From an optimization exercise on the open Yosys and OpenROAD flow, aimed at small area; shortcuts taken in it are not production practice.
The RTL was checked by simulation tests, not by an equivalence proof against the original design.
Power and IR drop assume default switching activity.

==> v9: inputs <==
// top
module top (
    input  logic clk_27mhz,
    input  logic reset_n,
    output logic [3:0] keypad_cols,
    input  logic [3:0] keypad_rows,
    input  logic btn_div,
    input  logic btn_quot,
    input  logic btn_rem,
    input  logic btn_clear,
    output logic [7:0] segmentos_out,
    output logic [3:0] anodos_out
);
==> flow/config.mk <==
export PLATFORM = sky130hd
export DESIGN_NAME = top
export DESIGN_NICKNAME = top
export VERILOG_FILES = /design/flow/design.v
export SDC_FILE = /design/flow/constraint.sdc
export NUM_CORES = 4
export LEC_CHECK = 0
export CAP_MARGIN = 20
export CORE_MARGIN = 2
export CORE_UTILIZATION = 65
export SLEW_MARGIN = 20
==> flow/constraint.sdc <==
create_clock -name core_clock -period 10.0 [get_ports {clk_27mhz}]
set_input_delay 2.0000 -clock core_clock [delete_from_list [all_inputs] [get_ports {clk_27mhz}]]
set_output_delay 2.0000 -clock core_clock [all_outputs]
set_load 0.01 [all_outputs]
standard.sh (not shown) runs the stock make flow with config.mk's settings and CLKGATE_MAP_FILE= SYNTH_SCRIPT=/design/flow/synth_recipe.tcl, a recipe that flattens the netlist after the stock synthesis.
==> flow/flow/run.sh <==
#!/bin/bash
# Layout flow: the standard synthesis, its combinational logic re-mapped by
# ABC for area (flip-flops untouched, checked equivalent), then the standard
# ORFS floorplan-to-finish with smaller port buffers and a leaner clock tree.
set -euo pipefail
HERE=$(pwd)
R=$HERE/orfs/results/$FLOW_PLATFORM/top/base
LIB=$FLOW_HOME/platforms/sky130hd/lib/sky130_fd_sc_hd__tt_025C_1v80.lib

bash standard.sh synth > log_1_synth.txt 2>&1

cp "$R/1_2_yosys.v" "$HERE/synth_std.v"
for f in reabc check equiv; do
  sed -e "s|@LIB@|$LIB|g" -e "s|@IN@|$HERE/synth_std.v|g" -e "s|@OUT@|$HERE/synth_area.v|g" \
      -e "s|@ABC@|$HERE/flow/area.abc|g" -e "s|@STAT@|$HERE/synth_area_stat.txt|g" \
      "flow/$f.ys" > "$HERE/$f.ys"
done
if yosys -s "$HERE/reabc.ys" > log_2_reabc.txt 2>&1 &&
   yosys -s "$HERE/check.ys" > log_3_check.txt 2>&1 &&
   yosys -s "$HERE/equiv.ys" > log_4_equiv.txt 2>&1; then
  echo "using the re-mapped netlist" > netlist_choice.txt
  cp "$HERE/synth_area.v" "$R/1_2_yosys.v"
  rm -f "$R/1_synth.odb" "$R/1_synth.sdc"
else
  echo "re-mapping failed; using the standard netlist" > netlist_choice.txt
fi

bash standard.sh \
  "BUFFER_PORTS_ARGS=-buffer_cell sky130_fd_sc_hd__buf_1" \
  "CTS_ARGS=$(cat flow/cts_args.txt)" \
  finish > log_5_finish.txt 2>&1
==> flow/flow/area.abc <==
strash
&get -n
&deepsyn -T 20
&put
dch -f
amap
==> flow/flow/check.ys <==
read_liberty -lib @LIB@
read_verilog @OUT@
hierarchy -top top
check -assert -mapped
==> flow/flow/cts_args.txt <==
-sink_clustering_enable -repair_clock_nets -buf_list sky130_fd_sc_hd__clkbuf_16 -sink_clustering_size 30 -sink_clustering_max_diameter 100
==> flow/flow/equiv.ys <==
# The re-mapped netlist must equal the standard one (registers paired by name).
read_liberty -ignore_miss_func @LIB@
read_verilog @IN@
rename top gold
read_verilog @OUT@
rename top gate
flatten gold gate
opt_clean
async2sync
equiv_make gold gate eq
hierarchy -top eq
equiv_simple
equiv_induct
equiv_status -assert
==> flow/flow/reabc.ys <==
# Re-map the combinational logic of the standard synthesis for area.
# The flip-flops (instances, names and cell types) are kept as they are.
read_liberty -ignore_miss_func @LIB@
read_verilog -sv @IN@
hierarchy -top top
setattr -mod -set keep_hierarchy 1 sky130_fd_sc_hd__df* sky130_fd_sc_hd__edf*
flatten
rename -hide w:*.*
opt_clean -purge
abc -liberty @LIB@ -dont_use sky130_fd_sc_hd__lpflow_bleeder_1 -dont_use sky130_fd_sc_hd__lpflow_clkbufkapwr_1 -dont_use sky130_fd_sc_hd__lpflow_clkbufkapwr_16 -dont_use sky130_fd_sc_hd__lpflow_clkbufkapwr_2 -dont_use sky130_fd_sc_hd__lpflow_clkbufkapwr_4 -dont_use sky130_fd_sc_hd__lpflow_clkbufkapwr_8 -dont_use sky130_fd_sc_hd__lpflow_clkinvkapwr_1 -dont_use sky130_fd_sc_hd__lpflow_clkinvkapwr_16 -dont_use sky130_fd_sc_hd__lpflow_clkinvkapwr_2 -dont_use sky130_fd_sc_hd__lpflow_clkinvkapwr_4 -dont_use sky130_fd_sc_hd__lpflow_clkinvkapwr_8 -dont_use sky130_fd_sc_hd__lpflow_decapkapwr_12 -dont_use sky130_fd_sc_hd__lpflow_decapkapwr_3 -dont_use sky130_fd_sc_hd__lpflow_decapkapwr_4 -dont_use sky130_fd_sc_hd__lpflow_decapkapwr_6 -dont_use sky130_fd_sc_hd__lpflow_decapkapwr_8 -dont_use sky130_fd_sc_hd__lpflow_inputiso0n_1 -dont_use sky130_fd_sc_hd__lpflow_inputiso0p_1 -dont_use sky130_fd_sc_hd__lpflow_inputiso1n_1 -dont_use sky130_fd_sc_hd__lpflow_inputiso1p_1 -dont_use sky130_fd_sc_hd__lpflow_inputisolatch_1 -dont_use sky130_fd_sc_hd__lpflow_isobufsrc_1 -dont_use sky130_fd_sc_hd__lpflow_isobufsrc_16 -dont_use sky130_fd_sc_hd__lpflow_isobufsrc_2 -dont_use sky130_fd_sc_hd__lpflow_isobufsrc_4 -dont_use sky130_fd_sc_hd__lpflow_isobufsrc_8 -dont_use sky130_fd_sc_hd__lpflow_isobufsrckapwr_16 -dont_use sky130_fd_sc_hd__lpflow_lsbuf_lh_hl_isowell_tap_1 -dont_use sky130_fd_sc_hd__lpflow_lsbuf_lh_hl_isowell_tap_2 -dont_use sky130_fd_sc_hd__lpflow_lsbuf_lh_hl_isowell_tap_4 -dont_use sky130_fd_sc_hd__lpflow_lsbuf_lh_isowell_4 -dont_use sky130_fd_sc_hd__lpflow_lsbuf_lh_isowell_tap_1 -dont_use sky130_fd_sc_hd__lpflow_lsbuf_lh_isowell_tap_2 -dont_use sky130_fd_sc_hd__lpflow_lsbuf_lh_isowell_tap_4 -dont_use sky130_fd_sc_hd__probe_p_8 -dont_use sky130_fd_sc_hd__probec_p_8  -script @ABC@
opt_clean -purge
setundef -zero
hilomap -singleton -hicell sky130_fd_sc_hd__conb_1 HI -locell sky130_fd_sc_hd__conb_1 LO
splitnets
opt_clean -purge
insbuf -buf sky130_fd_sc_hd__buf_4 A X
select top
tee -o @STAT@ stat -liberty @LIB@
write_verilog -noattr -nohex -nodec -selected @OUT@
==> inputs of v31, as changes to v9 <==
==> flow/run.sh (new file) <==
#!/bin/bash
# synth_recipe.tcl (not shown) runs the flow's synth.tcl, then flattens the netlist and writes it again
# the make line also repeats each setting of config.mk as NAME=value (left out here)
make -C /OpenROAD-flow-scripts/flow DESIGN_CONFIG=/design/flow/config.mk WORK_HOME=/design/flow/orfs CLKGATE_MAP_FILE= SYNTH_SCRIPT=/design/flow/synth_recipe.tcl finish
--- a/flow/config.mk
+++ b/flow/config.mk
@@ -7,5 +7,5 @@
 export LEC_CHECK = 0
 export CAP_MARGIN = 20
 export CORE_MARGIN = 2
-export CORE_UTILIZATION = 65
+export CORE_UTILIZATION = 40
 export SLEW_MARGIN = 20
removed: flow/flow/run.sh
removed: flow/flow/area.abc
removed: flow/flow/check.ys
removed: flow/flow/cts_args.txt
removed: flow/flow/equiv.ys
removed: flow/flow/reabc.ys
removed: flow/standard.sh
==> results.txt <==
Flop+latch power: v9 492 uW; v31 491 uW
Slew @ Worst Pin: v9 0.928 ns; v31 0.948 ns
Relative slew margins: v9 0.381; v31 0.368
Vias after detailed routing: v9 3867; v31 3905
Count of routing violations after the opening detailed-route iteration: v9 228; v31 204
Fraction of power spent switching nets: v9 0.224; v31 0.222
Final worst slack: v9 4.89 ns; v31 4.47 ns
Outcome: v9 timing/DRC/antenna clean; v31 timing/DRC/antenna clean
Met2 global-route usage: v9 0.382; v31 0.244
Period utilization: v9 0.511; v31 0.553
Placement-stage cell area: v9 0.00563 sq mm; v31 0.00587 sq mm
Half-perimeter wire length after placement: v9 7420 um; v31 7740 um
Non-Filler Cell Area, Final: v9 0.00591 sq mm; v31 0.00616 sq mm
Number of well taps: v9 105; v31 176
Overall power consumption: v9 856 uW; v31 876 uW
WP data arrival: v9 3.11 ns; v31 3.53 ns
Min cycle time layout: v9 5.11 ns; v31 5.53 ns
Initial Util: v9 0.671; v31 0.413
Site Rows: v9 33; v31 42
Static Leak: v9 0.00241 uW; v31 0.00248 uW

==> what the ideal ports hide <==
No port has a modelled driver above. Below, the same layouts with a new extraction and two added sets of constraints.
Step 1, drivers: a clkbuf_16 drives clk_27mhz and a buf_2 each remaining input, both assumed.
Step 2 adds t to the input delays and takes it off the output delays; t is the mean of the earliest and latest rising clock arrival at the registers after step 1. Input paths then give back, and output paths get back, about the clock's delay inside the block.
a / b / c = no drivers / after step 1 / after step 2; a / b = the first two.
run | t (ns) | slack for setup (ns) | worst hold slack (ns) | worst setup path at the end | slew at the worst register clock pin (ns)
v9 | 0.368 | 4.886 / 4.847 / 5.215 | 0.356 / 0.356 / 0.356 | register to output | 0.07 / 0.07
v31 | 0.385 | 4.470 / 4.428 / 4.813 | 0.350 / 0.350 / 0.350 | register to output | 0.07 / 0.07
After both steps setup and hold are still met in every run listed.
